What follows belongs to an exercise in optimizing a design on an open flow for small area, a short achievable clock period and few clock cycles; a production flow would make more cautious choices. Where RTL was checked, it was by simulation tests only, not by an equivalence proof against the original. The RTL of runs 1, 2 and 6 was laid out without a check of its function. Power and IR drop assume default switching activity.

`flow/flow/run.sh`:
```
#!/bin/bash
# Standard layout, except that the port buffers are the smallest plain
# buffer (the resizer upsizes the ones on critical paths) instead of the
# delay buffer buffer_ports picks by default.
set -euo pipefail
export BUFFER_PORTS_ARGS="-buffer_cell sky130_fd_sc_hd__buf_1"
bash standard.sh > standard.log 2>&1
```
`flow/constraint.sdc`:
```
create_clock -name core_clock -period 3.6 [get_ports {clk}]
set_input_delay 0.7200 -clock core_clock [delete_from_list [all_inputs] [get_ports {clk}]]
set_output_delay 0.7200 -clock core_clock [all_outputs]
set_load 0.01 [all_outputs]
```
`flow/standard.sh`:
```
#!/bin/bash
# synth_recipe.tcl (not shown) runs the flow's synth.tcl, then flattens the netlist and writes it again
# the make line also repeats each setting of config.mk as NAME=value (left out here)
make -C /OpenROAD-flow-scripts/flow DESIGN_CONFIG=/design/flow/config.mk WORK_HOME=/design/flow/orfs CLKGATE_MAP_FILE= SYNTH_SCRIPT=/design/flow/synth_recipe.tcl "${@:-finish}"
```
`flow/config.mk`:
```
export PLATFORM = sky130hd
export DESIGN_NAME = powlib_xbar_top
export DESIGN_NICKNAME = powlib_xbar_top
export VERILOG_FILES = /design/flow/design.v
export SDC_FILE = /design/flow/constraint.sdc
export NUM_CORES = 4
export LEC_CHECK = 0
export CAP_MARGIN = 20
export CORE_MARGIN = 2
export CORE_UTILIZATION = 40
export SETUP_SLACK_MARGIN = 1.5
export SLEW_MARGIN = 20
```
`flow/design.v`:
```
`timescale 1ns / 1ps
module powlib_xbar_top(clk,rst,wrdatas,wraddrs,wrvlds,wrrdys,rddatas,rdaddrs,rdvlds,rdrdys);
  localparam                       B_WRS = 4;
  localparam                       B_RDS = 3;
  localparam                       B_AW  = 2;
  localparam                       B_DW  = 8;
  input     wire                   clk;
  input     wire                   rst;
  input     wire [B_WRS*B_DW-1:0]  wrdatas;
  input     wire [B_WRS*B_AW-1:0]  wraddrs;
  input     wire [B_WRS-1:0]       wrvlds;
  output    wire [B_WRS-1:0]       wrrdys;
  output    wire [B_RDS*B_DW-1:0]  rddatas;
  output    wire [B_RDS*B_AW-1:0]  rdaddrs;
  output    wire [B_RDS-1:0]       rdvlds;
  input     wire [B_RDS-1:0]       rdrdys;
  reg  [B_RDS-1:0]      vld_q;            
  reg  [B_RDS*B_DW-1:0] dat_q;            
  reg                   a0_q;             
  reg  [B_WRS-1:0]      top_q;            
  wire [B_WRS-1:0]      dec [0:B_RDS-1];  
  wire [B_WRS-1:0]      req [0:B_RDS-1];  
  wire [B_WRS-1:0]      gnt [0:B_RDS-1];  
  wire [B_WRS-1:0]      blk [0:B_RDS-1];  
  wire [B_RDS-1:0]      acc;              
  wire [B_RDS-1:0]      ld;
  wire [B_WRS*B_WRS-1:0] pri;
  genvar i, j, k;
  for (k=0; k<B_WRS; k=k+1) begin : g_pk
    for (i=0; i<B_WRS; i=i+1) begin : g_pi
      if (k==i) begin : g_same
        assign pri[k*B_WRS+i] = 1'b0;
      end else begin : g_other
        wire [B_WRS-1:0] m;
        for (j=0; j<B_WRS; j=j+1) begin : g_m
          assign m[j] = (((j-i-1+2*B_WRS)%B_WRS) <= ((k-i-1+2*B_WRS)%B_WRS)) ? top_q[j] : 1'b0;
        end
        assign pri[k*B_WRS+i] = |m;
      end
    end
  end
  for (i=0; i<B_WRS; i=i+1) begin : g_wr
    wire [1:0] a = wraddrs[i*B_AW+:B_AW];
    assign dec[0][i] =  a[1] &  a[0];
    assign dec[1][i] =  a[1] & ~a[0];
    assign dec[2][i] = ~a[1];
    assign req[0][i] = wrvlds[i] & dec[0][i];
    assign req[1][i] = wrvlds[i] & dec[1][i];
    assign req[2][i] = wrvlds[i] & dec[2][i];
    assign wrrdys[i] = (dec[0][i] & acc[0] & ~blk[0][i]) |
                       (dec[1][i] & acc[1] & ~blk[1][i]) |
                       (dec[2][i] & acc[2] & ~blk[2][i]);
  end
  for (j=0; j<B_RDS; j=j+1) begin : g_rd
    for (i=0; i<B_WRS; i=i+1) begin : g_blk
      wire [B_WRS-1:0] b;
      for (k=0; k<B_WRS; k=k+1) begin : g_b
        assign b[k] = req[j][k] & pri[k*B_WRS+i];
      end
      assign blk[j][i] = |b;
      assign gnt[j][i] = req[j][i] & ~blk[j][i];
    end
    assign acc[j] = ~vld_q[j] | rdrdys[j];
    assign ld[j]  = acc[j] & (|req[j]);
    wire [B_DW-1:0] d = ({B_DW{gnt[j][0]}} & wrdatas[0*B_DW+:B_DW]) |
                        ({B_DW{gnt[j][1]}} & wrdatas[1*B_DW+:B_DW]) |
                        ({B_DW{gnt[j][2]}} & wrdatas[2*B_DW+:B_DW]) |
                        ({B_DW{gnt[j][3]}} & wrdatas[3*B_DW+:B_DW]);
    always @(posedge clk) begin
      if (rst)
        vld_q[j] <= 1'b0;
      else if (acc[j])
        vld_q[j] <= |req[j];
      if (ld[j])
        dat_q[j*B_DW+:B_DW] <= d;
    end
    assign rddatas[j*B_DW+:B_DW] = dat_q[j*B_DW+:B_DW];
    assign rdvlds[j]             = vld_q[j];
  end
  always @(posedge clk) begin
    if (rst)
      top_q <= 4'b0001;
    else
      top_q <= {top_q[B_WRS-2:0], top_q[B_WRS-1]};
    if (ld[2])
      a0_q <= (gnt[2][0] & wraddrs[0]) | (gnt[2][1] & wraddrs[2]) |
              (gnt[2][2] & wraddrs[4]) | (gnt[2][3] & wraddrs[6]);
  end
  assign rdaddrs = {1'b0, a0_q, 2'b10, 2'b11};
endmodule
```
==> results of run 1 <==
==> logic make-up after synthesis <==
family,count (synthesis)
flip-flops,32
AO/OA/AOI/OAI,60
buffers and inverters,17
other,2
AND/OR/NAND/NOR,134
==> cell usage in the layout, fill, tap and decap left out, types with 4 or more instances in the layout <==
cell type                  instances
sky130_fd_sc_hd__buf_8             4
sky130_fd_sc_hd__a22oi_1          26
sky130_fd_sc_hd__a222oi_1          8
sky130_fd_sc_hd__conb_1            5
sky130_fd_sc_hd__nand2b_1          4
sky130_fd_sc_hd__a21oi_1           4
sky130_fd_sc_hd__nand4b_1         10
sky130_fd_sc_hd__buf_6             5
sky130_fd_sc_hd__nand2_1          39
sky130_fd_sc_hd__clkbuf_8          5
sky130_fd_sc_hd__nand3_1          13
sky130_fd_sc_hd__buf_4            26
sky130_fd_sc_hd__buf_1            64
sky130_fd_sc_hd__nor3_1            8
sky130_fd_sc_hd__edfxtp_1         25
sky130_fd_sc_hd__nor2_1           15
sky130_fd_sc_hd__nor2b_1           4
sky130_fd_sc_hd__nor2_2            4
==> layer usage <==
layer  global-route usage, %  routed length (um)  share of wire [%]
met1                    31.2                3160                 41
met2                    40.9                3760                 48
met3                    5.86                 700                9.0
met4                    8.95                 144                1.9
met5                       0                   0                  0
==> final timing paths <==
path                             from                  end  slack, ns  cells after the start
setup / recovery            wrvlds[1]            wrrdys[3]       1.04                      6
hold / removal    top_q[0]$_SDFF_PP1_  top_q[1]$_SDFF_PP0_       0.59                      1
setup reg to reg  top_q[2]$_SDFF_PP0_  dat_q[14]$_DFFE_PP_       1.56                      6
hold reg to reg   top_q[0]$_SDFF_PP1_  top_q[1]$_SDFF_PP0_       0.59                      1
==> worst reg2reg max path: cells and delay by family (launching register included) <==
family	cells	cell delay, ns
buffers and inverters	1	0.15
AOI/OAI and AO/OA	2	0.51
and+or+nand+nor	3	0.86
DFF	1	0.40
==> power by group through the flow <==
| stage | logic [mW] | registers (mW) | clock network [mW] |
|---|---|---|---|
| after floorplan | 0.146 | 0.484 | 0 |
| after CTS | 0.283 | 0.465 | 0.345 |
| after global placement | 0.252 | 0.472 | 0 |
| after detailed placement | 0.251 | 0.472 | 0 |
| after global routing | 0.324 | 0.466 | 0.365 |
| final | 0.300 | 0.463 | 0.346 |
==> sequential cells by signal (all words and copies together) (netlist names) <==
| name | flops |
|---|---|
| vld_q | 3 |
| a0_q | 1 |
| top_q | 4 |
| dat_q | 24 |
==> stage by stage <==
step / total power [mW] / area [um2] / util (%) / setup slack [ns]
6_report: 1.11 / 3100 / 57.0 / 1.04
5_1_grt: 1.16 / 3100 / 57.0 / 0.966
2_1_floorplan: 0.630 / 2320 / - / 1.22
3_3_place_gp: 0.724 / 2640 / 48.4 / 0.687
3_5_place_dp: 0.723 / 2640 / 48.4 / 0.671
4_1_cts: 1.09 / 3000 / 55.2 / 1.04
==> final cells by class <==
| cell class | count | area (um2) |
|---|---|---|
| Fill cell | 531 | 2340 |
| Multi-Input combinational cell | 199 | 1380 |
| Sequential cell | 32 | 903 |
| Timing Repair Buffer | 104 | 607 |
| Tap cell | 72 | 90.1 |
| Clock buffer | 6 | 72.6 |
| Clock inverter | 2 | 35.0 |
| Inverter | 2 | 7.51 |
==> repair_timing <==
action / CTS / global route
setup endpoints to repair: 54 / 20
setup buffers: 14 / 6
hold buffers: 0 / 0
resized for setup: 56 / 16
pin swaps: 15 / 9
==> metrics.log, run 1 <==
INFO  metric holdWs = between 0.5 and 0.6 ns
INFO  metric worstPathCellList = buf_6 > and3b_2 > a221o_1 > nand4bb_1 > nand3_2 > buf_6
INFO  metric drc = 0
INFO  metric worstSkewPairLatency = around 0.28 ns
INFO  metric htreeDepth = 2
INFO  metric seqPwrFrac = a little over two fifths
INFO  metric cts-root-buf = sky130_fd_sc_hd__clkbuf_8
INFO  metric layoutNonFillerInstCount = 417
INFO  metric status = no timing/DRC/antenna violations
INFO  metric floorplan.die.width = 78.4 um
INFO  metric core_area = 5440 um2
INFO  metric place_inst = a little under 400
INFO  metric yosysMostFrequentCell = sky130_fd_sc_hd__nand2_1
INFO  metric grt_first_pass_wirelength = 11.7 mm
INFO  metric synthArstFlopShare = 0%
INFO  metric setup_total_negative_slack = 0 ns
INFO  metric postSynth.topFlopCell = sky130_fd_sc_hd__edfxtp_1
INFO  metric post_synth_fa_ha_maj_area_fraction = 0%
INFO  metric worstPathBufferInverterCount = 2
INFO  metric synth_top_area_cell = sky130_fd_sc_hd__edfxtp_1
INFO  metric area.growth.synth_to_final = 39.8%
INFO  metric ys_top_cells_by_area = sky130_fd_sc_hd__edfxtp_1, sky130_fd_sc_hd__a22oi_1, sky130_fd_sc_hd__nand2_1, sky130_fd_sc_hd__dfxtp_1, sky130_fd_sc_hd__nand4b_1
INFO  metric chipHeight = 78.4 um
INFO  metric max_cap_violations = 0
INFO  metric crit_path_top_delay_cell = sky130_fd_sc_hd__a221o_1
INFO  metric finalCriticalPeriod = 2.56 ns
INFO  metric clock-skew-final = roughly 0.0034 ns
INFO  metric critPathMostFrequentCell = sky130_fd_sc_hd__buf_6
INFO  metric critPathMaxFanout = 5
INFO  metric timing_hold_violations_final = 0
INFO  metric number_of_ports_placed_on_the_die_boundary = 86
INFO  metric combPwrFrac = approximately 27%
INFO  metric power.density_cell_area = 358 nW/um2
INFO  metric diodes = 0
INFO  metric syn_avg_cell_area = ~9.0 um2
INFO  metric timing.final.max_slew_violations = 0
INFO  metric vias_per_cell = roughly 6
INFO  metric crit_path_start_kind = primary input
INFO  metric fmax = between 300 and 400 MHz
INFO  metric required_time_reported_for_the_critical_path_endpoint = 2.88 ns
INFO  metric dominant_combinational_cell_family_by_area_after_synthesis = simple AND/OR/NAND/NOR gates
INFO  metric cts-root-to-sink-buffers = 2
INFO  metric fraction_of_power_spent_switching_nets = roughly 30%
INFO  metric antenna_violating_nets_left = 0
INFO  metric critPathCaptureType = output pin
INFO  metric row_count = 27
INFO  metric portBuffers = 80
INFO  metric routed_wire_length_per_instance = around 19 um
INFO  metric grt_pass1_vias = roughly 2200
INFO  metric synth.lib_cells_used.distinct = 50
INFO  metric post-dp-hpwl = approximately 5.3 mm
INFO  metric synth_simple_gate_area_share = between 30% and 40%
INFO  metric unrepaired_setup_endpoints_after_global_routing = true
INFO  metric fraction_of_the_yosys_area_taken_by_sequential_cells = 40.2%
INFO  metric setup_viol = 0
INFO  metric grt_overflow = 0
INFO  metric critical-path-max-stage-delay = 0.37 ns
INFO  metric gp_congestion = 0.914
INFO  metric final_nets = 393
INFO  metric tritoncts = yes
INFO  metric relSlewSlack = between 40% and 50%
INFO  metric first_pass_iters = 7
INFO  metric number_of_synthesized_flops_with_an_enable_pin = 25
INFO  metric timing.setup.critical_path_class = primary input to output pin
INFO  metric synth_top_area_share = roughly a third
INFO  metric synth_xor_xnor_area_share = 0%
INFO  metric ys.warnings.count = 1
INFO  metric holdCritPathClass = flip-flop to flip-flop
INFO  metric path_clk_slew = 0.07 ns
INFO  metric num_vias = 2500
INFO  metric grt_antenna_before_repair = 0
INFO  metric clock-sinks = 32
INFO  metric yosys-mux-area-fraction = 0%
INFO  metric leakage = approximately 1.2 nW
INFO  metric p_int = approximately 780 uW
INFO  metric total_switching_power = about 330 uW
INFO  metric grt_max_degree = 15
INFO  metric fraction_of_the_mapped_netlist_area_in_compound_gates = 21.6%
INFO  metric grt_use_total = about a quarter
INFO  metric synth.ff_latch_count = 32
INFO  metric synthCells = around 250
INFO  metric first_iter_violations = between 200 and 250
INFO  metric ys_top_cells_by_count = sky130_fd_sc_hd__nand2_1, sky130_fd_sc_hd__a22oi_1, sky130_fd_sc_hd__edfxtp_1, sky130_fd_sc_hd__nor2_1, sky130_fd_sc_hd__nand3_1
INFO  metric share_clk_of_total_power = 31.2%
INFO  metric tightestPinTransition = between 0.7 and 0.8 ns
INFO  metric synth_area = 2220 um2
INFO  metric timing.critical_path.max_delay_family = simple AND/OR/NAND/NOR gates
INFO  metric initial_core_util = slightly above 40%
INFO  metric design.die.area = 6150 um2
INFO  metric cp_data_arrival_time = about 1.8 ns
INFO  metric cts-buffers-inserted = 5
INFO  metric postRouteWirelength = around 8 mm
INFO  metric irDropWorstVdd = ~0.15 mV
INFO  metric drive_gt1_share = roughly a quarter
INFO  metric part_of_the_cycle_the_worst_path_needs = between 70% and 80%
==> run 2, diff against run 1 <==
--- a/flow/flow/run.sh
+++ b/flow/flow/run.sh
@@ -4,4 +4,4 @@
 # delay buffer buffer_ports picks by default.
 set -euo pipefail
 export BUFFER_PORTS_ARGS="-buffer_cell sky130_fd_sc_hd__buf_1"
-bash standard.sh > standard.log 2>&1
+bash standard.sh MATCH_CELL_FOOTPRINT=0 finish > standard.log 2>&1
==> run 2 against run 1 <==
Compared with the run above:
- design area is 7.1% higher
- wire length is 8.5% higher
- global-route usage is 0.72 points higher
- sequential power hardly changed
- utilization is 4.0 points higher
- clock power is 1% lower
- final cell count is 2.6% higher
- via count is 5.6% higher
- clock skew is 0.0040 ns higher
- critical endpoint is now wrrdys[2]
==> metrics.log, run 2 <==
INFO  metric status = no timing/DRC/antenna violations
INFO  metric ys_top_cells_by_area = sky130_fd_sc_hd__edfxtp_1, sky130_fd_sc_hd__a22oi_1, sky130_fd_sc_hd__nand2_1, sky130_fd_sc_hd__dfxtp_1, sky130_fd_sc_hd__nand4b_1
INFO  metric num_vias = 2640 (+5.6%)
INFO  metric setup_total_negative_slack = 0 ns (unchanged)
INFO  metric synthCells = 245 (unchanged)
INFO  metric routed_wire_length_per_instance = 19.7 um (+5.7%)
INFO  metric tightestPinTransition = 0.972 ns (+0.206 ns)
INFO  metric row_count = 27 (unchanged)
INFO  metric postRouteWirelength = 8.43 mm (+8.5%)
INFO  metric design.die.area = 6150 um2 (unchanged)
INFO  metric crit_path_start_kind = primary input
INFO  metric reg_top3 = dat_q x24, top_q x4, vld_q x3
INFO  metric worstSkewPairLatency = 0.28 ns (about the same)
INFO  metric preCtsSetupSlack = 0.678 ns (+0.00659 ns)
INFO  metric leakage = 1.31 nW (+9.8%)
INFO  metric holdCritPathClass = flip-flop to flip-flop
INFO  metric most_heavily_used_metal_layer_in_global_routing = met2
INFO  metric setup.worst_path.end = wrrdys[2]
INFO  metric first_pass_iters = 5 (-2)
INFO  metric met1_track_usage_gr = 32.6% (+1.4 points)
INFO  metric synth.ff_latch_count = 32 (unchanged)
INFO  metric synth_top_area_share = 33.9% (unchanged)
INFO  metric clock-sinks = 32 (unchanged)
INFO  metric synth.lib_cells_used.distinct = 50 (unchanged)
INFO  metric antenna_violating_nets_left = 0 (unchanged)
INFO  metric path_clk_slew = 0.06 ns (about the same)
INFO  metric r2r.worst_path.cells = 7 (+1)
INFO  metric gp_congestion = 0.962 (+5.2%)
INFO  metric grt.met2_usage = 40.9% (+0.086 points)
INFO  metric cp_data_arrival_time = 1.87 ns (+0.03 ns)
INFO  metric finalCriticalPeriod = 2.59 ns (+0.0293 ns)
INFO  metric floorplan.die.width = 78.4 um (unchanged)
INFO  metric fraction_of_the_yosys_area_taken_by_sequential_cells = 40.2% (unchanged)
INFO  metric final_nets = 404 (+2.8%)
INFO  metric ys.warnings.count = 1 (unchanged)
INFO  metric unrepaired_setup_endpoints_after_global_routing = true
INFO  metric initial_core_util = 40.7% (unchanged)
INFO  metric holdWs = 0.535 ns (-0.0576 ns)
INFO  metric number_of_synthesized_flops_with_an_enable_pin = 25 (unchanged)
INFO  metric grt_max_degree = 15 (unchanged)
INFO  metric critPathCaptureType = output pin
INFO  metric max_flop_register = dat_q
INFO  metric cts-root-buf = sky130_fd_sc_hd__clkbuf_8
INFO  metric htreeDepth = 2 (unchanged)
INFO  metric yosysMostFrequentCell = sky130_fd_sc_hd__nand2_1
INFO  metric setup_viol = 0 (unchanged)
INFO  metric mostFrequentLayoutCell = sky130_fd_sc_hd__buf_1
INFO  metric required_time_reported_for_the_critical_path_endpoint = 2.88 ns (about the same)
INFO  metric chipHeight = 78.4 um (unchanged)
INFO  metric grt_antenna_before_repair = 0 (unchanged)
INFO  metric area.growth.synth_to_final = 49.7%
INFO  metric syn_avg_cell_area = 9.04 um2 (unchanged)
INFO  metric tritoncts = yes
INFO  metric use_met3 = 5.29% (-0.57 points)
INFO  metric part_of_the_cycle_the_worst_path_needs = 72.1% (+0.81 points)
INFO  metric irDropWorstVdd = 0.166 mV (+7.1%)
INFO  metric synth_area = 2220 um2 (unchanged)
INFO  metric timing.setup.critical_path_class = primary input to output pin
INFO  metric most-common-layout-cells = sky130_fd_sc_hd__buf_1, sky130_fd_sc_hd__nand2_1, sky130_fd_sc_hd__buf_4
INFO  metric startpoint_of_the_worst_setup_timing_path = wraddrs[7]
INFO  metric timing_hold_violations_final = 0 (unchanged)
INFO  metric post-dp-hpwl = 5.44 mm (+1.8%)
INFO  metric relSlewSlack = 34.9% (-14 points)
INFO  metric max_cap_violations = 0 (unchanged)
INFO  metric number_of_ports_placed_on_the_die_boundary = 86 (unchanged)
INFO  metric diodes = 0 (unchanged)
INFO  metric power.density_cell_area = 343 nW/um2 (-4.2%)
INFO  metric vias_per_cell = 6.17 (+2.9%)
INFO  metric synth_top_area_cell = sky130_fd_sc_hd__edfxtp_1
INFO  metric ys_top_cells_by_count = sky130_fd_sc_hd__nand2_1, sky130_fd_sc_hd__a22oi_1, sky130_fd_sc_hd__edfxtp_1, sky130_fd_sc_hd__nor2_1, sky130_fd_sc_hd__nand3_1
INFO  metric fmax = 385 MHz (-1.1%)
INFO  metric portBuffers = 80 (unchanged)
INFO  metric synthArstFlopShare = 0% (unchanged)
INFO  metric timing.final.max_slew_violations = 0 (unchanged)
INFO  metric grt_pass1_vias = 2339 (+4.9%)
INFO  metric drc = 0 (unchanged)
INFO  metric largest_reg_flops = 24 (unchanged)
INFO  metric worst_r2r_src = top_q[2]$_SDFF_PP0_
INFO  metric cts-root-to-sink-buffers = 2 (unchanged)
INFO  metric core_area = 5440 um2 (unchanged)
INFO  metric worst-r2r-setup-slack = 1.62 ns (+0.06 ns)
INFO  metric postSynth.topFlopCell = sky130_fd_sc_hd__edfxtp_1
INFO  metric cts-buffers-inserted = 5 (unchanged)
INFO  metric ctsHoldBuffers = 0 (unchanged)
INFO  metric grt_first_pass_wirelength = 12.0 mm (+3.1%)
INFO  metric clock-skew-final = 0.00743 ns (+0.00403 ns)
INFO  metric critPathMaxFanout = 5 (unchanged)
INFO  metric setup_ws = 1.01 ns (-0.0293 ns)
INFO  metric timing.rr.end = dat_q[11]$_DFFE_PP_
INFO  metric first_iter_violations = 321 (+47%)
INFO  metric grt_overflow = 0 (unchanged)
INFO  metric drive_gt1_share = 33.1% (+7.9 points)
INFO  metric grt_use_total = 25.3% (+0.72 points)
==> run 2: cell counts after synthesis <==
Identical to the previous run, type by type.
==> run 2: what timing repair did <==
action	CTS	global route
setup endpoints to repair	54	25
hold endpoints to repair	0	0
gates resized for setup	85	39
setup buffers	18	12
gates cloned	0	1
pin swaps	20	10
==> run 2: cell families (layout without fill, tap and decap cells) <==
group                  count (synthesis)  count (layout)  synth area share [%]
AND/OR/NAND/NOR                      134             134                  33.8
buffers and inverters                 17             125                  4.12
flip-flops                            32              32                  40.2
AO/OA/AOI/OAI                         60              60                  21.6
other                                  2               5                 0.339
==> run 2: report_power, final <==
group	switching, mW	leakage [nW]	internal (mW)	total, mW
registers	0.0160	0.310	0.446	0.462
logic	0.192	0.943	0.142	0.334
clock network	0.135	0.0552	0.205	0.341
==> run 2: layout make-up <==
class	instances	area (um2)
Sequential cell	32	903
Inverter	2	7.51
Multi-Input combinational cell	199	1480
Fill cell	471	2120
Timing Repair Buffer	115	733
Clock inverter	2	35.0
Clock buffer	6	72.6
Tap cell	72	90.1
==> run 2: metal layers <==
| layer | routed length [um] | vias up |
|---|---|---|
| met1 | 3330 | 1229 |
| met3 | 802 | 30 |
| met4 | 337 | 0 |
| met5 | 0 | - |
| li1 | - | 1174 |
| met2 | 3970 | 207 |
==> run 2: metrics by stage <==
step                      power, mW  utilization (%)  cell area [um2]  instances
after floorplan               0.630                -             2320        248
final                          1.14             61.0             3320        428
after CTS                      1.10             56.7             3080        415
after global routing           1.19             61.0             3320        428
after global placement        0.724             48.4             2640        389
after detailed placement      0.724             48.4             2640        389
==> run 2: critical path, stage by stage <==
cell,delay (ns)
sky130_fd_sc_hd__buf_12,0.08
sky130_fd_sc_hd__buf_4,0.10
sky130_fd_sc_hd__nand3_2,0.16
sky130_fd_sc_hd__a21oi_2,0.23
sky130_fd_sc_hd__nor3_1,0.09
sky130_fd_sc_hd__a31oi_2,0.23
sky130_fd_sc_hd__o31ai_4,0.10
sky130_fd_sc_hd__buf_2,0.15
==> run 2: worst min-delay path by stage <==
| stage | from | to | slack (ns) | cells past startpoint |
|---|---|---|---|---|
| 2_1_floorplan | vld_q[0]$_SDFFE_PP0N_ | vld_q[0]$_SDFFE_PP0N_ | 0.59 | 2 |
| 3_3_place_gp | top_q[0]$_SDFF_PP1_ | top_q[1]$_SDFF_PP0_ | 0.65 | 1 |
| 3_5_place_dp | top_q[0]$_SDFF_PP1_ | top_q[1]$_SDFF_PP0_ | 0.63 | 1 |
| 4_1_cts | top_q[1]$_SDFF_PP0_ | top_q[2]$_SDFF_PP0_ | 0.59 | 1 |
| 5_1_grt | top_q[1]$_SDFF_PP0_ | top_q[2]$_SDFF_PP0_ | 0.55 | 1 |
| 6_report | top_q[1]$_SDFF_PP0_ | top_q[2]$_SDFF_PP0_ | 0.54 | 1 |
==> run 3, diff against run 2 <==
--- a/flow/design.v
+++ b/flow/design.v
@@ -17,26 +17,18 @@
   reg  [B_RDS-1:0]      vld_q;            
   reg  [B_RDS*B_DW-1:0] dat_q;            
   reg                   a0_q;             
-  reg  [B_WRS-1:0]      top_q;            
+  reg  [1:0]            top_q;            
   wire [B_WRS-1:0]      dec [0:B_RDS-1];  
   wire [B_WRS-1:0]      req [0:B_RDS-1];  
-  wire [B_WRS-1:0]      gnt [0:B_RDS-1];  
+  wire [B_WRS-1:0]      tk  [0:B_RDS-1];  
   wire [B_WRS-1:0]      blk [0:B_RDS-1];  
   wire [B_RDS-1:0]      acc;              
-  wire [B_RDS-1:0]      ld;
+  wire [B_RDS-1:0]      hold;             
   wire [B_WRS*B_WRS-1:0] pri;
   genvar i, j, k;
   for (k=0; k<B_WRS; k=k+1) begin : g_pk
     for (i=0; i<B_WRS; i=i+1) begin : g_pi
-      if (k==i) begin : g_same
-        assign pri[k*B_WRS+i] = 1'b0;
-      end else begin : g_other
-        wire [B_WRS-1:0] m;
-        for (j=0; j<B_WRS; j=j+1) begin : g_m
-          assign m[j] = (((j-i-1+2*B_WRS)%B_WRS) <= ((k-i-1+2*B_WRS)%B_WRS)) ? top_q[j] : 1'b0;
-        end
-        assign pri[k*B_WRS+i] = |m;
-      end
+      assign pri[k*B_WRS+i] = (k!=i) && (((top_q-i-1)&2'd3) <= ((k-i-1)&3));
     end
   end
   for (i=0; i<B_WRS; i=i+1) begin : g_wr
@@ -58,33 +50,32 @@
         assign b[k] = req[j][k] & pri[k*B_WRS+i];
       end
       assign blk[j][i] = |b;
-      assign gnt[j][i] = req[j][i] & ~blk[j][i];
+      assign tk[j][i]  = req[j][i] & ~blk[j][i] & acc[j];
     end
-    assign acc[j] = ~vld_q[j] | rdrdys[j];
-    assign ld[j]  = acc[j] & (|req[j]);
-    wire [B_DW-1:0] d = ({B_DW{gnt[j][0]}} & wrdatas[0*B_DW+:B_DW]) |
-                        ({B_DW{gnt[j][1]}} & wrdatas[1*B_DW+:B_DW]) |
-                        ({B_DW{gnt[j][2]}} & wrdatas[2*B_DW+:B_DW]) |
-                        ({B_DW{gnt[j][3]}} & wrdatas[3*B_DW+:B_DW]);
+    assign acc[j]  = ~vld_q[j] | rdrdys[j];
+    assign hold[j] = ~acc[j];
+    wire [B_DW-1:0] d = ({B_DW{tk[j][0]}} & wrdatas[0*B_DW+:B_DW]) |
+                        ({B_DW{tk[j][1]}} & wrdatas[1*B_DW+:B_DW]) |
+                        ({B_DW{tk[j][2]}} & wrdatas[2*B_DW+:B_DW]) |
+                        ({B_DW{tk[j][3]}} & wrdatas[3*B_DW+:B_DW]) |
+                        ({B_DW{hold[j]}}  & dat_q[j*B_DW+:B_DW]);
     always @(posedge clk) begin
       if (rst)
         vld_q[j] <= 1'b0;
-      else if (acc[j])
-        vld_q[j] <= |req[j];
-      if (ld[j])
-        dat_q[j*B_DW+:B_DW] <= d;
+      else
+        vld_q[j] <= hold[j] | (|req[j]);
+      dat_q[j*B_DW+:B_DW] <= d;
     end
     assign rddatas[j*B_DW+:B_DW] = dat_q[j*B_DW+:B_DW];
     assign rdvlds[j]             = vld_q[j];
   end
   always @(posedge clk) begin
     if (rst)
-      top_q <= 4'b0001;
+      top_q <= 2'd0;
     else
-      top_q <= {top_q[B_WRS-2:0], top_q[B_WRS-1]};
-    if (ld[2])
-      a0_q <= (gnt[2][0] & wraddrs[0]) | (gnt[2][1] & wraddrs[2]) |
-              (gnt[2][2] & wraddrs[4]) | (gnt[2][3] & wraddrs[6]);
+      top_q <= top_q + 2'd1;
+    a0_q <= (tk[2][0] & wraddrs[0]) | (tk[2][1] & wraddrs[2]) |
+            (tk[2][2] & wraddrs[4]) | (tk[2][3] & wraddrs[6]) | (hold[2] & a0_q);
   end
   assign rdaddrs = {1'b0, a0_q, 2'b10, 2'b11};
 endmodule
--- a/flow/flow/run.sh
+++ b/flow/flow/run.sh
@@ -4,4 +4,4 @@
 # delay buffer buffer_ports picks by default.
 set -euo pipefail
 export BUFFER_PORTS_ARGS="-buffer_cell sky130_fd_sc_hd__buf_1"
-bash standard.sh MATCH_CELL_FOOTPRINT=0 finish > standard.log 2>&1
+bash standard.sh > standard.log 2>&1
--- a/flow/config.mk
+++ b/flow/config.mk
@@ -8,5 +8,5 @@
 export CAP_MARGIN = 20
 export CORE_MARGIN = 2
 export CORE_UTILIZATION = 40
-export SETUP_SLACK_MARGIN = 1.5
+export SETUP_SLACK_MARGIN = 2.0
 export SLEW_MARGIN = 20
==> run 3 against run 2 <==
Compared with the run above:
- combinational power is about 40% higher
- power up 6.1%
- wire length rose by 7.9%
- fmax fell by 1.0%
- flip-flop and latch count fell by 2
- still clean
- global-route usage rose by 4.6 points
- utilization is 7.2 points higher
- sequential power shrank 14%
- final cell count is 1.9% higher
- clock power about the same
- synthesized cell count did not move
==> metrics.log, run 3 <==
INFO  metric irDropWorstVdd = 0.382 mV (+130%)
INFO  metric holdPathEnd = a0_q$_DFF_P_
INFO  metric grt_max_degree = 15 (unchanged)
INFO  metric path_clk_slew = 0.07 ns (about the same)
INFO  metric initial_core_util = 41.6% (+0.89 points)
INFO  metric unrepaired_setup_endpoints_after_global_routing = true
INFO  metric place_inst = 384 (-1.3%)
INFO  metric critPathCaptureType = output pin
INFO  metric drc = 0 (unchanged)
INFO  metric hold_path.startpoint = a0_q$_DFF_P_
INFO  metric ys_top_cells_by_area = sky130_fd_sc_hd__dfxtp_1, sky130_fd_sc_hd__a222oi_1, sky130_fd_sc_hd__nand2_1, sky130_fd_sc_hd__a32oi_1, sky130_fd_sc_hd__ha_1
INFO  metric worst_hold_path.num_cells = 2 (+1)
INFO  metric final_core_utilization = 68.2% (+7.2 points)
INFO  metric power.density_cell_area = 344 nW/um2 (+0.43%)
INFO  metric gp_congestion = 0.977 (+1.6%)
INFO  metric num_vias = 2716 (+2.9%)
INFO  metric synth_top_area_cell = sky130_fd_sc_hd__dfxtp_1
INFO  metric diodes = 0 (unchanged)
INFO  metric status = no timing/DRC/antenna violations
INFO  metric synth_area = 2140 um2 (-3.4%)
INFO  metric finalCriticalPeriod = 2.62 ns (+0.0264 ns)
INFO  metric detailed_place.area = 2610 um2 (-0.90%)
INFO  metric synth.ff_latch_count = 30 (-6.3%)
INFO  metric preCtsSetupSlack = 0.690 ns (+0.0122 ns)
INFO  metric first_iter_violations = 393 (+22%)
INFO  metric part_of_the_cycle_the_worst_path_needs = 72.8% (+0.73 points)
INFO  metric grt_pass1_vias = 2612 (+12%)
INFO  metric row_count = 26 (-3.7%)
INFO  metric timing.final.max_slew_violations = 0 (unchanged)
INFO  metric yosysMostFrequentCell = sky130_fd_sc_hd__nand2_1
INFO  metric most-common-layout-cells = sky130_fd_sc_hd__buf_1, sky130_fd_sc_hd__nand2_1, sky130_fd_sc_hd__buf_4
INFO  metric design.die.area = 5950 um2 (-3.3%)
INFO  metric area.growth.synth_to_final = 63.8%
INFO  metric crit_path_top_delay_cell = sky130_fd_sc_hd__o221ai_2
INFO  metric layoutNonFillerInstCount = 436 (+1.9%)
INFO  metric largest_reg_flops = 24 (unchanged)
INFO  metric setup_ws = 0.979 ns (-0.0264 ns)
INFO  metric critical-path-max-stage-delay = 0.30 ns (+0.07 ns)
INFO  metric antenna_violating_nets_left = 0 (unchanged)
INFO  metric max_cap_violations = 0 (unchanged)
INFO  metric portBuffers = 80 (unchanged)
INFO  metric post-dp-hpwl = 5.73 mm (+5.4%)
INFO  metric reg_top3 = dat_q x24, vld_q x3, top_q x2
INFO  metric routed_wire_length_per_instance = 20.9 um (+5.9%)
INFO  metric holdWs = 0.464 ns (-0.0718 ns)
INFO  metric cts-buffers-inserted = 5 (unchanged)
INFO  metric synth.lib_cells_used.distinct = 58 (+16%)
INFO  metric timing_hold_violations_final = 0 (unchanged)
INFO  metric postSynth.topFlopCell = sky130_fd_sc_hd__dfxtp_1
INFO  metric htreeDepth = 2 (unchanged)
INFO  metric ctsHoldBuffers = 0 (unchanged)
INFO  metric cts-root-buf = sky130_fd_sc_hd__clkbuf_8
INFO  metric drive_gt1_share = 38.3% (+5.1 points)
INFO  metric fraction_of_the_yosys_area_taken_by_sequential_cells = 28.1% (-12 points)
INFO  metric relSlewSlack = 42.1% (+7.2 points)
INFO  metric crit_path_start_kind = primary input
INFO  metric mostFrequentLayoutCell = sky130_fd_sc_hd__buf_1
INFO  metric number_of_ports_placed_on_the_die_boundary = 86 (unchanged)
INFO  metric timing.setup.critical_path_class = primary input to output pin
INFO  metric setup_viol = 0 (unchanged)
INFO  metric filler_cell_count = 435 (-7.6%)
INFO  metric power = 1.21 mW (+6.1%)
INFO  metric chipHeight = 77.1 um (-1.7%)
INFO  metric worstSkewPairLatency = 0.29 ns (about the same)
INFO  metric grt_overflow = 0 (unchanged)
INFO  metric cts-root-to-sink-buffers = 2 (unchanged)
INFO  metric worst-r2r-setup-slack = 1.11 ns (-0.51 ns)
INFO  metric first_pass_iters = 5 (unchanged)
INFO  metric clock-sinks = 30 (-6.3%)
INFO  metric ys_top_cells_by_count = sky130_fd_sc_hd__nand2_1, sky130_fd_sc_hd__dfxtp_1, sky130_fd_sc_hd__a222oi_1, sky130_fd_sc_hd__a32oi_1
INFO  metric max_flop_register = dat_q
INFO  metric grt_use_total = 29.9% (+4.6 points)
INFO  metric synthCells = 245 (unchanged)
INFO  metric holdCritPathClass = flip-flop to flip-flop
INFO  metric setup_total_negative_slack = 0 ns (unchanged)
INFO  metric worst_r2r_src = top_q[1]$_SDFF_PP0_
INFO  metric tritoncts = yes
INFO  metric ys.warnings.count = 1 (unchanged)
INFO  metric synthArstFlopShare = 0% (unchanged)
INFO  metric fmax = 382 MHz (-1.0%)
INFO  metric final_nets = 421 (+4.2%)
INFO  metric postLayoutCellArea = 3500 um2 (+5.7%)
INFO  metric grt_first_pass_wirelength = 13.9 mm (+15%)
INFO  metric tightestPinTransition = 0.867 ns (-0.106 ns)
INFO  metric required_time_reported_for_the_critical_path_endpoint = 2.88 ns (about the same)
INFO  metric floorplan.die.width = 77.1 um (-1.7%)
INFO  metric vias_per_cell = 6.23 (+0.99%)
INFO  metric cp_data_arrival_time = 1.90 ns (+0.03 ns)
INFO  metric worstPathCellList = buf_4 > nand3b_1 > o221ai_2 > a211oi_2 > a21oi_1 > o21ai_2 > buf_2
INFO  metric grt_antenna_before_repair = 0 (unchanged)
INFO  metric critPathMaxFanout = 7 (+2)
INFO  metric postRouteWirelength = 9.10 mm (+7.9%)
INFO  metric core_area = 5140 um2 (-5.5%)
INFO  metric clock-skew-final = 0.00720 ns (-0.000233 ns)
INFO  metric r2r.worst_path.cells = 18 (+11)
INFO  metric leakage = 1.29 nW (-1.0%)
INFO  metric timing.rr.end = dat_q[10]$_DFF_P_
INFO  metric synth_top_area_share = 28.1% (-5.8 points)
INFO  metric syn_avg_cell_area = 8.73 um2 (-3.4%)
INFO  metric number_of_synthesized_flops_with_an_enable_pin = 0 (-100%)
[run 3: worst max path at each step]
stage	endpoint	cells past startpoint	slack, ns	start
final	wrrdys[1]	7	0.98	wraddrs[6]
after global routing	wrrdys[1]	6	0.93	top_q[0]$_SDFF_PP0_
after CTS	wrrdys[1]	7	1.01	top_q[0]$_SDFF_PP0_
after detailed placement	wrrdys[2]	7	0.69	wraddrs[1]
after global placement	wrrdys[2]	7	0.66	wraddrs[1]
after floorplan	wrrdys[0]	5	1.20	rdrdys[1]
[run 3: layout make-up]
type | instances | area [um2] | area share [%]
Multi-Input combinational cell | 194 | 1820 | 51.9
Timing Repair Buffer | 127 | 846 | 24.1
Sequential cell | 30 | 608 | 17.4
Tap cell | 70 | 87.6 | 2.50
Clock buffer | 5 | 68.8 | 1.96
Clock inverter | 3 | 40.0 | 1.14
Inverter | 7 | 33.8 | 0.964
[run 3: metal layers]
layer | up-vias | global-route usage [%] | routed length [um]
li1 | 1218 | - | -
met1 | 1259 | 40.0 | 3710
met2 | 212 | 44.5 | 4110
met3 | 27 | 6.82 | 1010
met4 | 0 | 15.9 | 267
met5 | - | 0 | 0
[run 3: logic make-up (layout without fill, tap and decap cells)]
| kind of cell | Yosys count | count (layout) | share of synthesized area (%) |
|---|---|---|---|
| compound gates | 75 | 75 | 30.8 |
| flops | 30 | 30 | 28.1 |
| simple gates | 107 | 107 | 29.6 |
| fa+ha+maj | 7 | 7 | 4.09 |
| other cells | 2 | 5 | 0.351 |
| buf+inv | 24 | 142 | 7.08 |
[run 3: where the power goes]
group / internal (mW) / switching [mW]
Sequential: 0.373 / 0.0257
Clock: 0.203 / 0.136
Combinational: 0.214 / 0.254
[run 3: critical path, delay by kind of cell]
family	cells	cell delay, ns
AO/OA/AOI/OAI	4	0.64
buffers and inverters	2	0.28
AND/OR/NAND/NOR	1	0.25
[run 3: timing repair]
| item | CTS | global route |
|---|---|---|
| cloned | 1 | 0 |
| setup buffers | 40 | 3 |
| setup endpoints to repair | 29 | 29 |
| pin swaps | 22 | 12 |
| resized for setup | 91 | 20 |
Testbench counts of run 3, summed over its fixed seeds: cycles 4,878.
==> run 4, diff against run 3 <==
--- a/flow/config.mk
+++ b/flow/config.mk
@@ -8,5 +8,5 @@
 export CAP_MARGIN = 20
 export CORE_MARGIN = 2
 export CORE_UTILIZATION = 40
-export SETUP_SLACK_MARGIN = 2.0
+export SETUP_SLACK_MARGIN = 1.5
 export SLEW_MARGIN = 20
==> run 4 against run 3 <==
Compared with the run above:
- synthesized cell count is the same
- final cell count fell by 5.3%
- first-iteration DRC count is 31% higher
- worst setup slack worse by 0.0034 ns
- hold slack got worse by 0.010 ns
- combinational power is 22% lower
- critical path depth did not move
- power down 11%
- area after synthesis is the same
- clock power fell by about 10%
- sequential power barely moved
- largest cell class unchanged
- highest routed layer unchanged
==> metrics.log, run 4 <==
INFO  metric status = no timing/DRC/antenna violations
INFO  metric tightestPinTransition = 0.950 ns (+0.0837 ns)
INFO  metric critPathMostFrequentCell = sky130_fd_sc_hd__buf_6
INFO  metric max_flop_register = dat_q
INFO  metric clock-skew-final = 0.0120 ns (+0.00482 ns)
INFO  metric part_of_the_cycle_the_worst_path_needs = 72.9% (+0.095 points)
INFO  metric relSlewSlack = 36.2% (-6.0 points)
INFO  metric reg_top3 = dat_q x24, vld_q x3, top_q x2
INFO  metric design.die.area = 5950 um2 (unchanged)
INFO  metric yosysMostFrequentCell = sky130_fd_sc_hd__nand2_1
INFO  metric synth.lib_cells_used.distinct = 58 (unchanged)
INFO  metric worstSkewPairLatency = 0.29 ns (about the same)
INFO  metric cp_data_arrival_time = 1.90 ns (about the same)
INFO  metric htreeDepth = 2 (unchanged)
INFO  metric synthArstFlopShare = 0% (unchanged)
INFO  metric floorplan.die.width = 77.1 um (unchanged)
INFO  metric power.density_cell_area = 363 nW/um2 (+5.3%)
INFO  metric unrepaired_setup_endpoints_after_global_routing = true
INFO  metric number_of_ports_placed_on_the_die_boundary = 86 (unchanged)
INFO  metric layout.area.seq = 608 um2 (unchanged)
INFO  metric number_of_synthesized_flops_with_an_enable_pin = 0 (unchanged)
INFO  metric setup_ws = 0.976 ns (-0.00341 ns)
INFO  metric grt_antenna_before_repair = 0 (unchanged)
INFO  metric clock-sinks = 30 (unchanged)
INFO  metric routed_wire_length_per_instance = 19.5 um (-6.4%)
INFO  metric ys_top_cells_by_area = sky130_fd_sc_hd__dfxtp_1, sky130_fd_sc_hd__a222oi_1, sky130_fd_sc_hd__nand2_1, sky130_fd_sc_hd__a32oi_1, sky130_fd_sc_hd__ha_1
INFO  metric synth_area = 2140 um2 (unchanged)
INFO  metric grt_first_pass_wirelength = 12.5 mm (-9.9%)
INFO  metric p_int = 681 uW (-14%)
INFO  metric combPwrFrac = 34.4% (-4.4 points)
INFO  metric crit_path_top_delay_cell = sky130_fd_sc_hd__or3b_4
INFO  metric holdCritPathClass = flip-flop to flip-flop
INFO  metric tritoncts = yes
INFO  metric timing_hold_violations_final = 0 (unchanged)
INFO  metric grt_overflow = 0 (unchanged)
INFO  metric filler_cell_count = 517 (+19%)
INFO  metric seqPwrFrac = 37.2% (+4.1 points)
INFO  metric syn_avg_cell_area = 8.73 um2 (unchanged)
INFO  metric worstPathBufferInverterCount = 3 (+1)
INFO  metric power = 1.07 mW (-11%)
INFO  metric timing.final.max_slew_violations = 0 (unchanged)
INFO  metric synth.ff_latch_count = 30 (unchanged)
INFO  metric share_clk_of_total_power = 28.4% (+0.3 points)
INFO  metric postLayoutCellArea = 2950 um2 (-16%)
INFO  metric max_cap_violations = 0 (unchanged)
INFO  metric grt_use_total = 26.8% (-3.1 points)
INFO  metric fraction_of_the_yosys_area_taken_by_sequential_cells = 28.1% (unchanged)
INFO  metric holdWs = 0.453 ns (-0.0103 ns)
INFO  metric cts-root-to-sink-buffers = 2 (unchanged)
INFO  metric cts-buffers-inserted = 5 (unchanged)
INFO  metric diodes = 0 (unchanged)
INFO  metric synth_top_area_cell = sky130_fd_sc_hd__dfxtp_1
INFO  metric detailed_place.area = 2510 um2 (-4.0%)
INFO  metric path_clk_slew = 0.07 ns (about the same)
INFO  metric num_vias = 2565 (-5.6%)
INFO  metric initial_core_util = 41.6% (unchanged)
INFO  metric vias_per_cell = 6.21 (-0.30%)
INFO  metric fraction_of_power_spent_switching_nets = 36.2% (+1.8 points)
INFO  metric most-common-layout-cells = sky130_fd_sc_hd__buf_1, sky130_fd_sc_hd__nand2_1, sky130_fd_sc_hd__dfxtp_1
INFO  metric synth_top_area_share = 28.1% (unchanged)
INFO  metric irDropWorstVdd = 0.153 mV (-60%)
INFO  metric required_time_reported_for_the_critical_path_endpoint = 2.88 ns (about the same)
INFO  metric crit_path_start_kind = primary input
INFO  metric mostFrequentLayoutCell = sky130_fd_sc_hd__buf_1
INFO  metric fmax = 381 MHz (-0.13%)
INFO  metric first_iter_violations = 514 (+31%)
INFO  metric critPathCaptureType = output pin
INFO  metric core_area = 5140 um2 (unchanged)
INFO  metric grt_pass1_vias = 2469 (-5.5%)
INFO  metric finalCriticalPeriod = 2.62 ns (+0.00341 ns)
INFO  metric timing.critical_path.max_delay_family = simple AND/OR/NAND/NOR gates
INFO  metric critPathMaxFanout = 3 (-4)
INFO  metric ys_top_cells_by_count = sky130_fd_sc_hd__nand2_1, sky130_fd_sc_hd__dfxtp_1, sky130_fd_sc_hd__a222oi_1, sky130_fd_sc_hd__a32oi_1
INFO  metric preCtsSetupSlack = 0.736 ns (+0.0460 ns)
INFO  metric timing.setup.critical_path_class = primary input to output pin
INFO  metric total_switching_power = 387 uW (-6.8%)
INFO  metric post-dp-hpwl = 5.59 mm (-2.5%)
INFO  metric drive_gt1_share = 29.2% (-9.1 points)
INFO  metric postRouteWirelength = 8.07 mm (-11%)
INFO  metric leakage = 1.09 nW (-16%)
INFO  metric grt_max_degree = 16 (+1)
INFO  metric first_pass_iters = 8 (+3)
INFO  metric antenna_violating_nets_left = 0 (unchanged)
INFO  metric setup_total_negative_slack = 0 ns (unchanged)
INFO  metric multi_input_gate_area = 1600 um2 (-12%)
INFO  metric largest_reg_flops = 24 (unchanged)
INFO  metric row_count = 26 (unchanged)
INFO  metric synthCells = 245 (unchanged)
INFO  metric setup_viol = 0 (unchanged)
INFO  metric area.growth.synth_to_final = 37.8%
INFO  metric chipHeight = 77.1 um (unchanged)
INFO  metric gp_congestion = 0.985 (+0.88%)
INFO  metric critical-path-max-stage-delay = 0.41 ns (+0.11 ns)
INFO  metric worstPathCellList = buf_6 > buf_6 > and3b_4 > a211oi_2 > or3b_4 > nand3_2 > buf_6
INFO  metric ys.warnings.count = 1 (unchanged)
INFO  metric postSynth.topFlopCell = sky130_fd_sc_hd__dfxtp_1
INFO  metric cts-root-buf = sky130_fd_sc_hd__clkbuf_8
INFO  metric drc = 0 (unchanged)
INFO  metric final_nets = 398 (-5.5%)
INFO  metric portBuffers = 80 (unchanged)
==> run 4: cell counts after synthesis <==
Identical to the previous run, type by type.
==> run 4: through the flow <==
stage	std cells	utilization, %
after global routing	413	57.4
after floorplan	248	-
after CTS	408	55.7
final	413	57.4
after global placement	386	48.8
after detailed placement	386	48.8
==> run 4: final cells by class <==
type	count	area share (%)
multi-input cells	194	54.4
repair buffers	104	17.8
well taps	70	2.97
flip-flops and latches	30	20.6
clock buffers	6	2.80
inverters	7	0.976
clock inverters	2	0.424
==> run 4: worst paths after layout <==
check	from	to	slack, ns	cells past startpoint
min	dat_q[16]$_DFF_P_	dat_q[16]$_DFF_P_	0.45	2
max reg2reg	top_q[1]$_SDFF_PP0_	dat_q[6]$_DFF_P_	1.58	8
min reg2reg	dat_q[16]$_DFF_P_	dat_q[16]$_DFF_P_	0.45	2
max	wrvlds[2]	wrrdys[0]	0.98	7
==> run 4: kinds of logic (layout without fill, tap and decap cells) <==
logic type	after synthesis	after routing	synth area share, %
AO/OA/AOI/OAI	75	75	30.8
other	2	5	0.351
AND/OR/NAND/NOR	107	107	29.6
adder cells (fa/ha/maj)	7	7	4.09
flip-flops	30	30	28.1
buffers and inverters	24	119	7.08
==> run 4: per-layer routing <==
metal | vias up | GRT usage (%) | part of all wire [%]
met5 | - | 0 | 0
met4 | 0 | 12.3 | 3.3
met3 | 29 | 5.88 | 9.6
met2 | 192 | 44.0 | 48
met1 | 1182 | 33.3 | 39
li1 | 1162 | - | -
==> run 4: worst reg2reg max path: stages (launching register included) <==
cell and delay [ns]:
sky130_fd_sc_hd__dfxtp_4 0.38, sky130_fd_sc_hd__inv_2 0.08, sky130_fd_sc_hd__ha_4 0.18, sky130_fd_sc_hd__nor2b_4 0.14
sky130_fd_sc_hd__buf_4 0.13, sky130_fd_sc_hd__o221ai_2 0.11, sky130_fd_sc_hd__nor3_2 0.57, sky130_fd_sc_hd__a222oi_1 0.21
sky130_fd_sc_hd__o211ai_1 0.15
==> run 4: what timing repair did <==
item | CTS | global route
pin swaps | 6 | 5
setup endpoints to repair | 29 | 9
hold buffers | 0 | 0
buffers inserted | 14 | 5
gates resized for setup | 48 | 13
==> run 4: power by group through the flow <==
stage	Sequential (mW)	Clock, mW	Combinational, mW
global route	0.404	0.324	0.393
global placement	0.403	0	0.300
detailed placement	0.403	0	0.298
finish	0.398	0.304	0.367
floorplan	0.418	0	0.179
CTS	0.397	0.308	0.346
==> run 5, diff against run 4 <==
--- a/flow/config.mk
+++ b/flow/config.mk
@@ -8,5 +8,5 @@
 export CAP_MARGIN = 20
 export CORE_MARGIN = 2
 export CORE_UTILIZATION = 40
-export SETUP_SLACK_MARGIN = 1.5
+export SETUP_SLACK_MARGIN = 1.0
 export SLEW_MARGIN = 20
==> run 5 against run 4 <==
Compared with the run above:
- combinational power about the same
- power rose by 5.4%
- register-to-register slack lost 0.07 ns
- non-clock buffer count decreased by 7
- hold slack better by 0.0073 ns
- fmax about the same
- critical endpoint unchanged
- highest routed layer unchanged
==> metrics.log, run 5 <==
INFO  metric postSynth.topFlopCell = sky130_fd_sc_hd__dfxtp_1
INFO  metric grt_pass1_vias = 2512 (+1.7%)
INFO  metric core_area = 5140 um2 (unchanged)
INFO  metric final_nets = 391 (-1.8%)
INFO  metric number_of_synthesized_flops_with_an_enable_pin = 0 (unchanged)
INFO  metric leakage = 1.05 nW (-3.0%)
INFO  metric critPathMaxFanout = 5 (+2)
INFO  metric grt_antenna_before_repair = 0 (unchanged)
INFO  metric timing_hold_violations_final = 0 (unchanged)
INFO  metric synth_top_area_share = 28.1% (unchanged)
INFO  metric max_flop_register = dat_q
INFO  metric initial_core_util = 41.6% (unchanged)
INFO  metric drive_gt1_share = 25.7% (-3.5 points)
INFO  metric largest_reg_flops = 24 (unchanged)
INFO  metric crit_path_start_kind = flip-flop
INFO  metric timing.final.max_slew_violations = 0 (unchanged)
INFO  metric synth_area = 2140 um2 (unchanged)
INFO  metric setup_viol = 0 (unchanged)
INFO  metric area.growth.synth_to_final = 36.8%
INFO  metric cp_data_arrival_time = 1.90 ns (about the same)
INFO  metric antenna_violating_nets_left = 0 (unchanged)
INFO  metric first_pass_iters = 10 (+2)
INFO  metric htreeDepth = 2 (unchanged)
INFO  metric reg_top3 = dat_q x24, vld_q x3, top_q x2
INFO  metric diodes = 0 (unchanged)
INFO  metric timing.critical_path.max_delay_family = simple AND/OR/NAND/NOR gates
INFO  metric holdCritPathClass = flip-flop to flip-flop
INFO  metric grt_max_degree = 21 (+5)
INFO  metric first_iter_violations = 409 (-20%)
INFO  metric clock-skew-final = 0.0115 ns (-0.000529 ns)
INFO  metric drc = 0 (unchanged)
INFO  metric num_vias = 2533 (-1.2%)
INFO  metric ys_top_cells_by_area = sky130_fd_sc_hd__dfxtp_1, sky130_fd_sc_hd__a222oi_1, sky130_fd_sc_hd__nand2_1, sky130_fd_sc_hd__a32oi_1, sky130_fd_sc_hd__ha_1
INFO  metric power = 1.13 mW (+5.4%)
INFO  metric tightestPinTransition = 0.841 ns (-0.109 ns)
INFO  metric cts-root-to-sink-buffers = 2 (unchanged)
INFO  metric grt_first_pass_wirelength = 12.7 mm (+1.2%)
INFO  metric floorplan.die.width = 77.1 um (unchanged)
INFO  metric path_clk_slew = 0.08 ns (about the same)
INFO  metric most-common-layout-cells = sky130_fd_sc_hd__buf_1, sky130_fd_sc_hd__nand2_1, sky130_fd_sc_hd__dfxtp_1
INFO  metric part_of_the_cycle_the_worst_path_needs = 72.9% (about the same)
INFO  metric power.density_cell_area = 385 nW/um2 (+6.1%)
INFO  metric relSlewSlack = 43.5% (+7.3 points)
INFO  metric irDropWorstVdd = 0.192 mV (+25%)
INFO  metric post-dp-hpwl = 5.56 mm (-0.49%)
INFO  metric unrepaired_setup_endpoints_after_global_routing = true
INFO  metric synth.lib_cells_used.distinct = 58 (unchanged)
INFO  metric tritoncts = yes
INFO  metric fraction_of_the_yosys_area_taken_by_sequential_cells = 28.1% (unchanged)
INFO  metric gp_congestion = 1.04 (+5.6%)
INFO  metric grt_use_total = 26.4% (-0.35 points)
INFO  metric yosysMostFrequentCell = sky130_fd_sc_hd__nand2_1
INFO  metric syn_avg_cell_area = 8.73 um2 (unchanged)
INFO  metric multi_input_gate_area = 1600 um2 (about the same)
INFO  metric layout.area.seq = 608 um2 (unchanged)
INFO  metric required_time_reported_for_the_critical_path_endpoint = 2.88 ns (about the same)
INFO  metric row_count = 26 (unchanged)
INFO  metric cts-root-buf = sky130_fd_sc_hd__clkbuf_8
INFO  metric synthArstFlopShare = 0% (unchanged)
INFO  metric filler_cell_count = 491 (-5.0%)
INFO  metric clock-sinks = 30 (unchanged)
INFO  metric critical-path-max-stage-delay = 0.42 ns (about the same)
INFO  metric synth_top_area_cell = sky130_fd_sc_hd__dfxtp_1
INFO  metric postRouteWirelength = 8.23 mm (+2.0%)
INFO  metric crit_path_top_delay_cell = sky130_fd_sc_hd__or3b_4
INFO  metric layoutNonFillerInstCount = 405 (-1.9%)
INFO  metric synth.ff_latch_count = 30 (unchanged)
INFO  metric routed_wire_length_per_instance = 20.3 um (+4.0%)
INFO  metric critPathCaptureType = output pin
INFO  metric setup_total_negative_slack = 0 ns (unchanged)
INFO  metric grt_overflow = 0 (unchanged)
INFO  metric synthCells = 245 (unchanged)
INFO  metric portBuffers = 80 (unchanged)
INFO  metric chipHeight = 77.1 um (unchanged)
INFO  metric place_inst = 386 (unchanged)
INFO  metric ys.warnings.count = 1 (unchanged)
INFO  metric cts-buffers-inserted = 5 (unchanged)
INFO  metric ctsHoldBuffers = 0 (unchanged)
INFO  metric worstPathBufferInverterCount = 2 (-1)
INFO  metric ys_top_cells_by_count = sky130_fd_sc_hd__nand2_1, sky130_fd_sc_hd__dfxtp_1, sky130_fd_sc_hd__a222oi_1, sky130_fd_sc_hd__a32oi_1
INFO  metric timing.setup.critical_path_class = flip-flop to output pin
INFO  metric status = no timing/DRC/antenna violations
INFO  metric design.die.area = 5950 um2 (unchanged)
INFO  metric finalCriticalPeriod = 2.62 ns (-0.000173 ns)
INFO  metric number_of_ports_placed_on_the_die_boundary = 86 (unchanged)
INFO  metric max_cap_violations = 0 (unchanged)
INFO  metric vias_per_cell = 6.25 (+0.70%)
INFO  metric worstSkewPairLatency = 0.29 ns (about the same)
INFO  metric fmax = 381 MHz (about the same)
INFO  metric worstPathCellList = buf_8 > ha_4 > and4b_4 > a211oi_2 > or3b_4 > nand3_2 > buf_6
INFO  metric mostFrequentLayoutCell = sky130_fd_sc_hd__buf_1
[run 5: layer usage]
layer / up-vias / global-route usage (%) / share of wire (%)
met3: 27 / 4.94 / 9.5
met1: 1174 / 33.7 / 42
li1: 1148 / - / -
met5: - / 0 / 0
met2: 184 / 43.5 / 46
met4: 0 / 11.3 / 2.6
[run 5: worst paths after layout]
| check | start | endpoint | slack (ns) | depth (start not counted) |
|---|---|---|---|---|
| max | top_q[0]$_SDFF_PP0_ | wrrdys[0] | 0.98 | 7 |
| min | dat_q[19]$_DFF_P_ | dat_q[19]$_DFF_P_ | 0.46 | 2 |
| max reg2reg | top_q[0]$_SDFF_PP0_ | dat_q[22]$_DFF_P_ | 1.51 | 7 |
| min reg2reg | dat_q[19]$_DFF_P_ | dat_q[19]$_DFF_P_ | 0.46 | 2 |
[run 5: cells by family after synthesis]
| logic type | synth area share [%] |
|---|---|
| adder cells (fa/ha/maj) | 4.09 |
| AND/OR/NAND/NOR | 29.6 |
| buffers and inverters | 7.08 |
| AO/OA/AOI/OAI | 30.8 |
| flip-flops | 28.1 |
| other | 0.351 |
[run 5: worst min-delay path, delay by kind of cell (launching register included)]
kind,cells,cell delay [ns]
flip-flops,1,0.33
AND/OR/NAND/NOR,2,0.10
[run 5: through the flow]
stage	cell area, um2	setup slack, ns	hold slack [ns]	util (%)
2_1_floorplan	2150	1.15	0.427	-
3_3_place_gp	2450	0.726	0.437	47.7
3_5_place_dp	2450	0.745	0.446	47.7
4_1_cts	2790	0.998	0.462	54.2
5_1_grt	2930	0.925	0.489	57.0
6_report	2930	0.976	0.461	57.0
[run 5: power by group]
| group | internal (mW) | switching (mW) | total [mW] |
|---|---|---|---|
| clock | 0.221 | 0.140 | 0.362 |
| sequential | 0.373 | 0.0238 | 0.397 |
| combinational | 0.151 | 0.217 | 0.368 |
[run 5: timing repair]
action                     CTS  global route
pin swaps                    6            11
setup endpoints to repair    4             4
resized for setup           51            23
buffers inserted             8             4
[run 5: layout make-up]
class | count | area share, %
Clock inverter | 1 | 1.03
Clock buffer | 6 | 2.82
Tap cell | 70 | 2.99
Inverter | 7 | 1.07
Multi-Input combinational cell | 194 | 54.7
Sequential cell | 30 | 20.8
Timing Repair Buffer | 97 | 16.6
==> run 6, diff against run 5 <==
--- a/flow/design.v
+++ b/flow/design.v
@@ -28,7 +28,11 @@
   genvar i, j, k;
   for (k=0; k<B_WRS; k=k+1) begin : g_pk
     for (i=0; i<B_WRS; i=i+1) begin : g_pi
-      assign pri[k*B_WRS+i] = (k!=i) && (((top_q-i-1)&2'd3) <= ((k-i-1)&3));
+      wire [B_WRS-1:0] m;
+      for (j=0; j<B_WRS; j=j+1) begin : g_pm
+        assign m[j] = (k!=i) && (((j-i-1)&3) <= ((k-i-1)&3));
+      end
+      assign pri[k*B_WRS+i] = m[top_q];
     end
   end
   for (i=0; i<B_WRS; i=i+1) begin : g_wr
@@ -73,7 +77,7 @@
     if (rst)
       top_q <= 2'd0;
     else
-      top_q <= top_q + 2'd1;
+      top_q <= {top_q[1]^top_q[0], ~top_q[0]};
     a0_q <= (tk[2][0] & wraddrs[0]) | (tk[2][1] & wraddrs[2]) |
             (tk[2][2] & wraddrs[4]) | (tk[2][3] & wraddrs[6]) | (hold[2] & a0_q);
   end
==> run 6 against run 5 <==
Compared with the run above:
- largest cell class unchanged
- largest power group unchanged
- utilization decreased by 1.9 points
- still clean on timing, DRC and antenna
- global-route usage increased by 1.6 points
- power decreased by 5.3%
- clock skew decreased by 0.0016 ns
==> metrics.log, run 6 <==
INFO  metric status = no timing/DRC/antenna violations
INFO  metric drive_gt1_share = 22.8% (-2.8 points)
INFO  metric p_int = 684 uW (-8.2%)
INFO  metric max_flop_register = dat_q
INFO  metric required_time_reported_for_the_critical_path_endpoint = 2.88 ns (about the same)
INFO  metric filler_cell_count = 542 (+10%)
INFO  metric row_count = 27 (+3.8%)
INFO  metric core_area = 5440 um2 (+5.8%)
INFO  metric yosysMostFrequentCell = sky130_fd_sc_hd__nand2_1
INFO  metric relSlewSlack = 54.6% (+11 points)
INFO  metric cp_data_arrival_time = 1.90 ns (about the same)
INFO  metric number_of_ports_placed_on_the_die_boundary = 86 (unchanged)
INFO  metric clock-skew-final = 0.00990 ns (-0.00159 ns)
INFO  metric postSynth.topFlopCell = sky130_fd_sc_hd__dfxtp_1
INFO  metric power.density_cell_area = 356 nW/um2 (-7.4%)
INFO  metric clock-sinks = 30 (unchanged)
INFO  metric finalCriticalPeriod = 2.62 ns (-0.00233 ns)
INFO  metric crit_path_start_kind = flip-flop
INFO  metric cts-root-to-sink-buffers = 2 (unchanged)
INFO  metric final_nets = 423 (+8.2%)
INFO  metric part_of_the_cycle_the_worst_path_needs = 72.8% (about the same)
INFO  metric setup_ws = 0.979 ns (+0.00233 ns)
INFO  metric fraction_of_the_yosys_area_taken_by_sequential_cells = 27.1% (-1.0 points)
INFO  metric hold_path.startpoint = top_q[0]$_SDFF_PP0_
INFO  metric mostFrequentLayoutCell = sky130_fd_sc_hd__buf_1
INFO  metric vias_per_cell = 6.25 (-0.14%)
INFO  metric r2r.worst_path.cells = 9 (+2)
INFO  metric number_of_synthesized_flops_with_an_enable_pin = 0 (unchanged)
INFO  metric chipHeight = 78.5 um (+1.8%)
INFO  metric unrepaired_setup_endpoints_after_global_routing = true
INFO  metric timing.setup.critical_path_class = flip-flop to output pin
INFO  metric first_iter_violations = 229 (-44%)
INFO  metric total_switching_power = 383 uW (+0.52%)
INFO  metric fmax = 381 MHz (about the same)
INFO  metric worst_hold_path.num_cells = 1 (-1)
INFO  metric antenna_violating_nets_left = 0 (unchanged)
INFO  metric max_cap_violations = 0 (unchanged)
INFO  metric grt_overflow = 0 (unchanged)
INFO  metric timing_hold_violations_final = 0 (unchanged)
INFO  metric synth_top_area_share = 27.1% (-1.0 points)
INFO  metric startpoint_of_the_worst_setup_timing_path = top_q[1]$_SDFF_PP0_
INFO  metric seqPwrFrac = 37.3% (+2.1 points)
INFO  metric portBuffers = 80 (unchanged)
INFO  metric floorplan.die.width = 78.5 um (+1.8%)
INFO  metric worst-r2r-setup-slack = 1.66 ns (+0.15 ns)
INFO  metric combPwrFrac = 35.0% (+2.3 points)
INFO  metric synth_area = 2220 um2 (+3.7%)
INFO  metric postLayoutCellArea = 3000 um2 (+2.3%)
INFO  metric htreeDepth = 2 (unchanged)
INFO  metric synthArstFlopShare = 0% (unchanged)
INFO  metric area.growth.synth_to_final = 34.9%
INFO  metric tritoncts = yes
INFO  metric critPathCaptureType = output pin
INFO  metric timing.rr.end = dat_q[3]$_DFF_P_
INFO  metric worstSkewPairLatency = 0.29 ns (about the same)
INFO  metric grt_antenna_before_repair = 0 (unchanged)
INFO  metric cts-root-buf = sky130_fd_sc_hd__clkbuf_8
INFO  metric ys.warnings.count = 1 (unchanged)
INFO  metric synthCells = 272 (+11%)
INFO  metric setup_total_negative_slack = 0 ns (unchanged)
INFO  metric holdWs = 0.458 ns (-0.00212 ns)
INFO  metric detailed_place.area = 2600 um2 (+6.1%)
INFO  metric design.die.area = 6160 um2 (+3.5%)
INFO  metric grt_max_degree = 22 (+4.8%)
INFO  metric path_clk_slew = 0.06 ns (-0.02 ns)
INFO  metric routed_wire_length_per_instance = 20.2 um (-0.45%)
INFO  metric largest_reg_flops = 24 (unchanged)
INFO  metric postRouteWirelength = 8.90 mm (+8.2%)
INFO  metric ys_top_cells_by_count = sky130_fd_sc_hd__nand2_1, sky130_fd_sc_hd__dfxtp_1, sky130_fd_sc_hd__nand3_1, sky130_fd_sc_hd__a22oi_1, sky130_fd_sc_hd__nor2_1
INFO  metric drc = 0 (unchanged)
INFO  metric ctsHoldBuffers = 0 (unchanged)
INFO  metric first_pass_iters = 5 (-5)
INFO  metric synth.lib_cells_used.distinct = 50 (-14%)
INFO  metric leakage = 1.18 nW (+13%)
INFO  metric timing.final.max_slew_violations = 0 (unchanged)
INFO  metric tightestPinTransition = 0.678 ns (-0.163 ns)
INFO  metric critPathMaxFanout = 3 (-2)
INFO  metric final_core_utilization = 55.1% (-1.9 points)
INFO  metric fraction_of_power_spent_switching_nets = 35.9% (+2.1 points)
INFO  metric cts-buffers-inserted = 5 (unchanged)
INFO  metric power = 1.07 mW (-5.3%)
INFO  metric most-common-layout-cells = sky130_fd_sc_hd__buf_1, sky130_fd_sc_hd__nand2_1, sky130_fd_sc_hd__dfxtp_1
INFO  metric holdPathEnd = top_q[0]$_SDFF_PP0_
INFO  metric gp_congestion = 1.00 (-3.5%)
INFO  metric ys_top_cells_by_area = sky130_fd_sc_hd__dfxtp_1, sky130_fd_sc_hd__a22oi_1, sky130_fd_sc_hd__nand3_1, sky130_fd_sc_hd__nand2_1, sky130_fd_sc_hd__ha_1
INFO  metric worst_r2r_src = top_q[1]$_SDFF_PP0_
INFO  metric num_vias = 2748 (+8.5%)
INFO  metric layoutNonFillerInstCount = 440 (+8.6%)
INFO  metric share_clk_of_total_power = 27.7% (-4.4 points)
INFO  metric synth_top_area_cell = sky130_fd_sc_hd__dfxtp_1
INFO  metric preCtsSetupSlack = 0.619 ns (-0.126 ns)
INFO  metric irDropWorstVdd = 0.246 mV (+28%)
INFO  metric grt_use_total = 28.0% (+1.6 points)
INFO  metric post-dp-hpwl = 5.93 mm (+6.7%)
INFO  metric initial_core_util = 40.8% (-0.82 points)
INFO  metric holdCritPathClass = flip-flop to flip-flop
INFO  metric grt_pass1_vias = 2615 (+4.1%)
INFO  metric setup_viol = 0 (unchanged)
INFO  metric reg_top3 = dat_q x24, vld_q x3, top_q x2
INFO  metric syn_avg_cell_area = 8.16 um2 (-6.6%)
INFO  metric grt_first_pass_wirelength = 13.5 mm (+7.0%)
INFO  metric diodes = 0 (unchanged)
INFO  metric synth.ff_latch_count = 30 (unchanged)
INFO  metric place_inst = 418 (+8.3%)
-- run 6: changes by cell type after synthesis, sizes merged, moves of 5 or more --
cell	previous run	this run
a22oi	9	21
nand4	4	9
and2	1	8
a222oi	16	4
nor3	5	0
nand3	15	27
a2bb2oi	0	5
a32oi	15	6
-- run 6: what timing repair did --
action	4_1_cts	5_1_grt
buffers inserted	12	2
setup endpoints to repair	4	4
resized for setup	42	18
pin swaps	7	5
-- run 6: worst max path at each step --
| stage | endpoint | slack (ns) | depth (start not counted) |
|---|---|---|---|
| final | wrrdys[1] | 0.98 | 7 |
| after floorplan | wrrdys[1] | 1.08 | 5 |
| after global placement | wrrdys[1] | 0.63 | 6 |
| after detailed placement | wrrdys[1] | 0.62 | 6 |
| after global routing | wrrdys[1] | 0.93 | 7 |
| after CTS | wrrdys[1] | 0.97 | 6 |
-- run 6: critical path: stages (launching register included) --
cell                      delay (ns)
sky130_fd_sc_hd__dfxtp_4        0.35
sky130_fd_sc_hd__inv_1          0.13
sky130_fd_sc_hd__ha_2           0.25
sky130_fd_sc_hd__nor3b_2        0.06
sky130_fd_sc_hd__or4_4          0.50
sky130_fd_sc_hd__nor2_4         0.11
sky130_fd_sc_hd__or3_4          0.13
sky130_fd_sc_hd__buf_6          0.09
-- run 6: logic make-up (layout without fill, tap and decap cells) --
family	count (synthesis)	count (layout)	synth area share, %
simple gates	132	132	35.7
flops	30	30	27.1
compound gates	73	73	26.6
buf+inv	28	121	6.37
fa+ha+maj	7	7	3.95
other cells	2	5	0.338
-- run 6: final cells by class --
class	count	area (um2)	area share, %
Tap cell	72	90.1	3.01
Multi-Input combinational cell	217	1610	53.8
Clock buffer	6	82.6	2.76
Inverter	6	22.5	0.752
Clock inverter	2	12.5	0.418
Sequential cell	30	608	20.3
Timing Repair Buffer	107	568	19.0
-- run 6: power groups by stage --
stage	clock, mW	sequential (mW)	combinational, mW
6_report	0.295	0.398	0.374
5_1_grt	0.314	0.402	0.399
4_1_cts	0.295	0.397	0.345
3_5_place_dp	0	0.406	0.307
3_3_place_gp	0	0.406	0.307
2_1_floorplan	0	0.420	0.174
-- run 6: layer usage --
layer | track usage, % | wire length (um)
met2 | 43.0 | 4100
met3 | 6.09 | 845
met1 | 37.6 | 3740
met5 | 0 | 0
met4 | 12.6 | 218
